This is an optimization exercise on Yosys and OpenROAD, whose aim is small area, a short achievable clock period and few clock cycles, not a production implementation. In this exercise RTL edits were held to simulation tests only and were not proved equivalent to the original.

## CONV
module CONV(
	input				clk,
	input				reset,
	output	reg			busy,
	input				ready,
	output	reg	[11:0]	iaddr,
	input		[19:0]	idata,
	output	reg  		cwr,
	output	reg [11:0]	caddr_wr,
	output	reg [19:0]	cdata_wr,
	output	reg 		crd,
	output	reg	[11:0]	caddr_rd,
	input		[19:0] 	cdata_rd,
	output		[2:0] 	csel
	);
==> flow/config.mk <==
export PLATFORM = sky130hd
export DESIGN_NAME = CONV
export DESIGN_NICKNAME = CONV
export VERILOG_FILES = /design/flow/design.v
export SDC_FILE = /design/flow/constraint.sdc
export NUM_CORES = 4
export LEC_CHECK = 0
export ABC_CLOCK_PERIOD_IN_PS = 3000
export CAP_MARGIN = 20
export CORE_MARGIN = 2
export CORE_UTILIZATION = 40
export SLEW_MARGIN = 20
==> flow/constraint.sdc <==
create_clock -name core_clock -period 10.0 [get_ports {clk}]
set_input_delay 2.0000 -clock core_clock [delete_from_list [all_inputs] [get_ports {clk}]]
set_output_delay 2.0000 -clock core_clock [all_outputs]
set_load 0.01 [all_outputs]
standard.sh (not shown) runs the stock make flow with config.mk's settings and CLKGATE_MAP_FILE= SYNTH_SCRIPT=/design/flow/synth_recipe.tcl, a recipe that flattens the netlist after the stock synthesis.
==> flow/flow/run.sh <==
#!/bin/bash
export SETUP_SLACK_MARGIN=6.8
bash standard.sh > standard.log 2>&1
The first run produced a clean layout.
Testbench counts at the start, summed over its fixed seeds: cycles 146,808.
Then changed:
==> flow/flow/run.sh (replaced) <==
#!/bin/bash
export SETUP_SLACK_MARGIN=6.5
bash standard.sh > standard.log 2>&1
Result: Clock skew goes down by 0.0065 ns. Wire length falls by 2.5%. Design area goes down by 5.2%.

Setup of run A:
CONV, a different RTL version from the one above (not shown whole).
For scale: ~430 flip-flops, roughly 0.029 mm² of cells after synthesis.
==> flow/config.mk <==
export PLATFORM = sky130hd
export DESIGN_NAME = CONV
export DESIGN_NICKNAME = CONV
export VERILOG_FILES = /design/flow/design.v
export SDC_FILE = /design/flow/constraint.sdc
export NUM_CORES = 4
export LEC_CHECK = 0
export ABC_CLOCK_PERIOD_IN_PS = 3000
export CAP_MARGIN = 20
export CORE_MARGIN = 2
export CORE_UTILIZATION = 40
export SLEW_MARGIN = 20
==> flow/constraint.sdc <==
create_clock -name core_clock -period 10.0 [get_ports {clk}]
set_input_delay 2.0000 -clock core_clock [delete_from_list [all_inputs] [get_ports {clk}]]
set_output_delay 2.0000 -clock core_clock [all_outputs]
set_load 0.01 [all_outputs]
==> flow/flow/run.sh <==
#!/bin/bash
export SETUP_SLACK_MARGIN=6.5
bash standard.sh > standard.log 2>&1
Run A: done, clean on timing, DRC and antenna
Testbench counts of run A, summed over its fixed seeds: cycles 146,808.
--- input diff run A..run B ---
# run A
export LEC_CHECK = 0
export ABC_CLOCK_PERIOD_IN_PS = 3000
export CAP_MARGIN = 20
export CORE_MARGIN = 2
export CORE_UTILIZATION = 40
export SLEW_MARGIN = 20
create_clock -name core_clock -period 10.0 [get_ports {clk}]
# run B
export LEC_CHECK = 0
export ABC_CLOCK_PERIOD_IN_PS = 3000
export CAP_MARGIN = 20
export CORE_MARGIN = 2
export CORE_UTILIZATION = 60
export SLEW_MARGIN = 20
create_clock -name core_clock -period 10.0 [get_ports {clk}]
==> flow/flow/run.sh <==
#!/bin/bash
export SETUP_SLACK_MARGIN=6.7
export BUFFER_PORTS_ARGS="-buffer_cell sky130_fd_sc_hd__buf_2"
bash standard.sh > standard.log 2>&1
- Re net count reported at finish: run A and run B aren't equal, and the higher value belongs to run B.
- The launching element of the worst setup path comes out row0_1 in one run and p3[8] in the other, namely in run A and run B respectively.
- Summary of run B over run A: clock-buffer cell count decreased 1; area of all placed cells without fillers essentially unchanged.
> inputs changed (run B -> run C)
# run B
export LEC_CHECK = 0
export ABC_CLOCK_PERIOD_IN_PS = 3000
export CAP_MARGIN = 20
export CORE_MARGIN = 2
export CORE_UTILIZATION = 60
export SLEW_MARGIN = 20
create_clock -name core_clock -period 10.0 [get_ports {clk}]
# run C
export LEC_CHECK = 0
export ABC_CLOCK_PERIOD_IN_PS = 3000
export CAP_MARGIN = 20
export CORE_MARGIN = 2
export CORE_UTILIZATION = 40
export SLEW_MARGIN = 20
create_clock -name core_clock -period 10.0 [get_ports {clk}]
==> flow/flow/run.sh <==
#!/bin/bash
export SETUP_SLACK_MARGIN=6.7
bash standard.sh > standard.log 2>&1
Results
Run B was carried through to the last stage, and its layout satisfied the timing, design-rule and antenna checks.
Run C: full flow OK, the timing, design-rule and antenna checks passed
Run C vs. run B: total routing usage reported by global routing went down by 11 points.
Count of clock-net buffers in the final layout: run C and run B compared, higher one is run C
Delta (run C minus run B): final RePlAce weighted congestion shows an increase of 0.98%.
The final reports for run C and run B show wire length on met1 higher in the former.
Summary of run C over run B: final cell count without fillers saw an increase; count of vias placed by the detailed router saw a decrease.
Changes in run D relative to run C:
# run C
export LEC_CHECK = 0
export ABC_CLOCK_PERIOD_IN_PS = 3000
export CAP_MARGIN = 20
export CORE_MARGIN = 2
export CORE_UTILIZATION = 40
export SLEW_MARGIN = 20
create_clock -name core_clock -period 10.0 [get_ports {clk}]
# run D
export LEC_CHECK = 0
export ABC_CLOCK_PERIOD_IN_PS = 3000
export CAP_MARGIN = 20
export CORE_MARGIN = 2
export CORE_UTILIZATION = 60
export CTS_CLUSTER_DIAMETER = 100
export CTS_CLUSTER_SIZE = 20
export SLEW_MARGIN = 20
create_clock -name core_clock -period 10.0 [get_ports {clk}]
==> flow/flow/run.sh <==
#!/bin/bash
export SETUP_SLACK_MARGIN=6.7
export BUFFER_PORTS_ARGS="-buffer_cell sky130_fd_sc_hd__buf_2"
bash standard.sh > standard.log 2>&1
==> notes.md <==
The flow did not stop early for run D: all stages ran, and the layout cleared the timing, design-rule and antenna checks. Going from run C to run D, via count neither gained nor lost much, met1 capacity usage during global routing picked up an extra 16 points, total placed instance area lost 3.0%, footprint of the flip-flops and latches neither gained nor lost much, non-clock buffer count lost about 17%. A startpoint of the most critical setup path of first1 is what run C shows, while p[10] belongs to run D. Maximum achievable frequency: run D vs run C, no meaningful difference.
Setup changes, run D to run E
# run D
export LEC_CHECK = 0
export ABC_CLOCK_PERIOD_IN_PS = 3000
export CAP_MARGIN = 20
export CORE_MARGIN = 2
export CORE_UTILIZATION = 60
export CTS_CLUSTER_DIAMETER = 100
export CTS_CLUSTER_SIZE = 20
export SLEW_MARGIN = 20
create_clock -name core_clock -period 10.0 [get_ports {clk}]
# run E
export LEC_CHECK = 0
export ABC_CLOCK_PERIOD_IN_PS = 3000
export CAP_MARGIN = 20
export CORE_MARGIN = 2
export CORE_UTILIZATION = 70
export CTS_CLUSTER_DIAMETER = 100
export CTS_CLUSTER_SIZE = 20
export SLEW_MARGIN = 20
create_clock -name core_clock -period 10.0 [get_ports {clk}]
[summary]
- Run E: fmax 5.6 MHz below run D
- Looking at area overhead of the layout relative to synthesis, run E sits above run D.
- Compared run E vs run D, and length of the first detailed-routing pass in iterations is down in run E.
- Post-synthesis cell count came out exactly the same in run E and run D.
- Diff run E and run D: met3 routing resource usage after global routing lower in run D
- Comparing cell area after layout for run E and run D, the bigger number came from run E.
- Run E has die outline width below what run D had.
- Cell count: run E lower than run D

Another version of the RTL of CONV (not shown whole).
Size in the first run: roughly 110 I/O pins.
Settings: LEC_CHECK=0, ABC_CLOCK_PERIOD_IN_PS=3000, CAP_MARGIN=20, CORE_MARGIN=2, CORE_UTILIZATION=60, CTS_CLUSTER_DIAMETER=100, CTS_CLUSTER_SIZE=20, PLACE_DENSITY=0.75, SLEW_MARGIN=20; clock period 10.0 ns.
==> flow/flow/run.sh <==
#!/bin/bash
export SETUP_SLACK_MARGIN=6.7
export BUFFER_PORTS_ARGS="-buffer_cell sky130_fd_sc_hd__buf_2"
bash standard.sh > standard.log 2>&1
Testbench counts at the start, summed over its fixed seeds: cycles 146,808.
Next try:
==> flow/flow/run.sh (replaced) <==
#!/bin/bash
export SETUP_SLACK_MARGIN=6.9
export BUFFER_PORTS_ARGS="-buffer_cell sky130_fd_sc_hd__buf_2"
bash standard.sh > standard.log 2>&1
- PLACE_DENSITY: 0.75 -> unset
The changed run finished with timing, DRC and antenna clean.
Worst setup slack improved by 0.043 ns.
Global-route usage came out higher by 3.6 points.
Worst hold slack is about the same.
Sequential cell count is unchanged.
Next try:
==> flow/flow/run.sh (replaced) <==
#!/bin/bash
export SETUP_SLACK_MARGIN=6.7
export BUFFER_PORTS_ARGS="-buffer_cell sky130_fd_sc_hd__buf_2"
bash standard.sh > standard.log 2>&1
- TNS_END_PERCENT: unset -> 20
After rerunning: Area after synthesis does not change; worst setup slack degrades by 0.070 ns; final cell count went down by 3.9%; count of clock-buffer cells in the layout goes down by 2.

CONV, a different RTL version from the one above (not shown whole).
Size: about 2900 cells after synthesis, about 380 flip-flops.
export LEC_CHECK = 0
export ABC_CLOCK_PERIOD_IN_PS = 3000
export CAP_MARGIN = 20
export CORE_MARGIN = 2
export CORE_UTILIZATION = 40
export SLEW_MARGIN = 20
create_clock -name core_clock -period 10.0 [get_ports {clk}]
==> flow/flow/run.sh <==
#!/bin/bash
export SETUP_SLACK_MARGIN=7.0
bash standard.sh > standard.log 2>&1
The first run completed with no timing, DRC or antenna violations.
Testbench counts at the start, summed over its fixed seeds: cycles 146,784.
Next try:
==> flow/flow/run.sh (replaced) <==
#!/bin/bash
export SETUP_SLACK_MARGIN=6.5
bash standard.sh > standard.log 2>&1
Result: Fmax came out higher by 1.1%. Setup slack improved by 41 ps. Wire length came out lower by 8.3%. Sequential share of layout area came out higher by 2.4 points. Cell area came out lower by 10%. Register-to-register slack is about the same. Via count came out lower by 5.7%. First-iteration DRC count came out lower by 16%.

Setup of v6:
CONV, a different RTL version from the one above (not shown whole).
For scale: about 2800 cells after synthesis, ~400 flip-flops, about 110 I/O pins.
clock: 10.0 ns
lec_check: 0
abc_clock_period_in_ps: 3000
cap_margin: 20
core_margin: 2
core_utilization: 60
slew_margin: 20
==> flow/flow/run.sh <==
#!/bin/bash
export SETUP_SLACK_MARGIN=6.7
export BUFFER_PORTS_ARGS="-buffer_cell sky130_fd_sc_hd__buf_2"
bash standard.sh > standard.log 2>&1
Testbench counts of v6, summed over its fixed seeds: cycles 146,796.
Edits applied to the flow inputs when going from v6 to v7:
# v6
export LEC_CHECK = 0
export ABC_CLOCK_PERIOD_IN_PS = 3000
export CAP_MARGIN = 20
export CORE_MARGIN = 2
export CORE_UTILIZATION = 60
export SLEW_MARGIN = 20
create_clock -name core_clock -period 10.0 [get_ports {clk}]
# v7
export LEC_CHECK = 0
export ABC_CLOCK_PERIOD_IN_PS = 3000
export CAP_MARGIN = 20
export CORE_MARGIN = 2
export CORE_UTILIZATION = 60
export CTS_CLUSTER_DIAMETER = 100
export CTS_CLUSTER_SIZE = 20
export SLEW_MARGIN = 20
create_clock -name core_clock -period 10.0 [get_ports {clk}]
### Flow results
- From v6 to v7 the numbers moved as follows: via count barely changed, global-route usage fell 0.65 points, final period demand of the worst path climbed 0.017 ns.
- v7: global-route track usage on met2 is 0.70 points lower than what v6 reported.
- Highest clock rate (lower): v7
- v6 → v7: met3 track utilization from global routing held; core utilization of the finished layout lower.

[re-timing with driven ports]
The flow's constraints put no driver on any port. The routed layouts listed below were extracted and timed again, unchanged, in two steps. Step 1: set_driving_cell puts a clkbuf_16 on clk and a buf_2 on each other input, an assumption about the parent block. Step 2, shift: input delay + t, output delay - t, t = (earliest + latest rising clock arrival at the registers) / 2. This alone moves slack from input paths to output paths. Slacks: ideal / step 1 / step 2; pairs: ideal / step 1.
run | shift t [ns] | setup slack, ns | worst setup path at the end | worst register clock-pin slew, ns
the first run of note 1 | 0.663 | 6.477 / 6.503 / 5.840 | input to register | 0.07 / 0.07
the second run of note 1 | 0.657 | 6.463 / 6.480 / 5.828 | input to register | 0.07 / 0.07
run A | 0.663 | 6.534 / 6.491 / 6.534 | register to register | 0.07 / 0.07
run B | 0.654 | 6.665 / 6.665 / 6.665 | register to register | 0.07 / 0.07
run C | 0.660 | 6.633 / 6.633 / 6.633 | register to register | 0.07 / 0.07
run D | 0.653 | 6.633 / 6.633 / 6.633 | register to register | 0.10 / 0.10
run E | 0.649 | 6.568 / 6.568 / 6.568 | register to register | 0.11 / 0.11
the first run of note 3 | 0.651 | 6.629 / 6.629 / 6.629 | register to register | 0.10 / 0.10
the second run of note 3 | 0.651 | 6.672 / 6.672 / 6.672 | register to register | 0.09 / 0.09
the third run of note 3 | 0.653 | 6.601 / 6.541 / 6.607 | register to register | 0.10 / 0.10
the first run of note 4 | 0.644 | 6.360 / 6.383 / 5.739 | input to register | 0.06 / 0.06
the second run of note 4 | 0.645 | 6.401 / 6.432 / 5.787 | input to register | 0.07 / 0.07
v6 | 0.674 | 6.427 / 6.448 / 5.773 | input to register | 0.07 / 0.07
v7 | 0.647 | 6.410 / 6.427 / 5.780 | input to register | 0.10 / 0.10
After both steps setup and hold are still met in every run listed. The setup slack of v6, which loses most, moves by +0.021 ns with the drivers and by -0.654 ns with both steps.
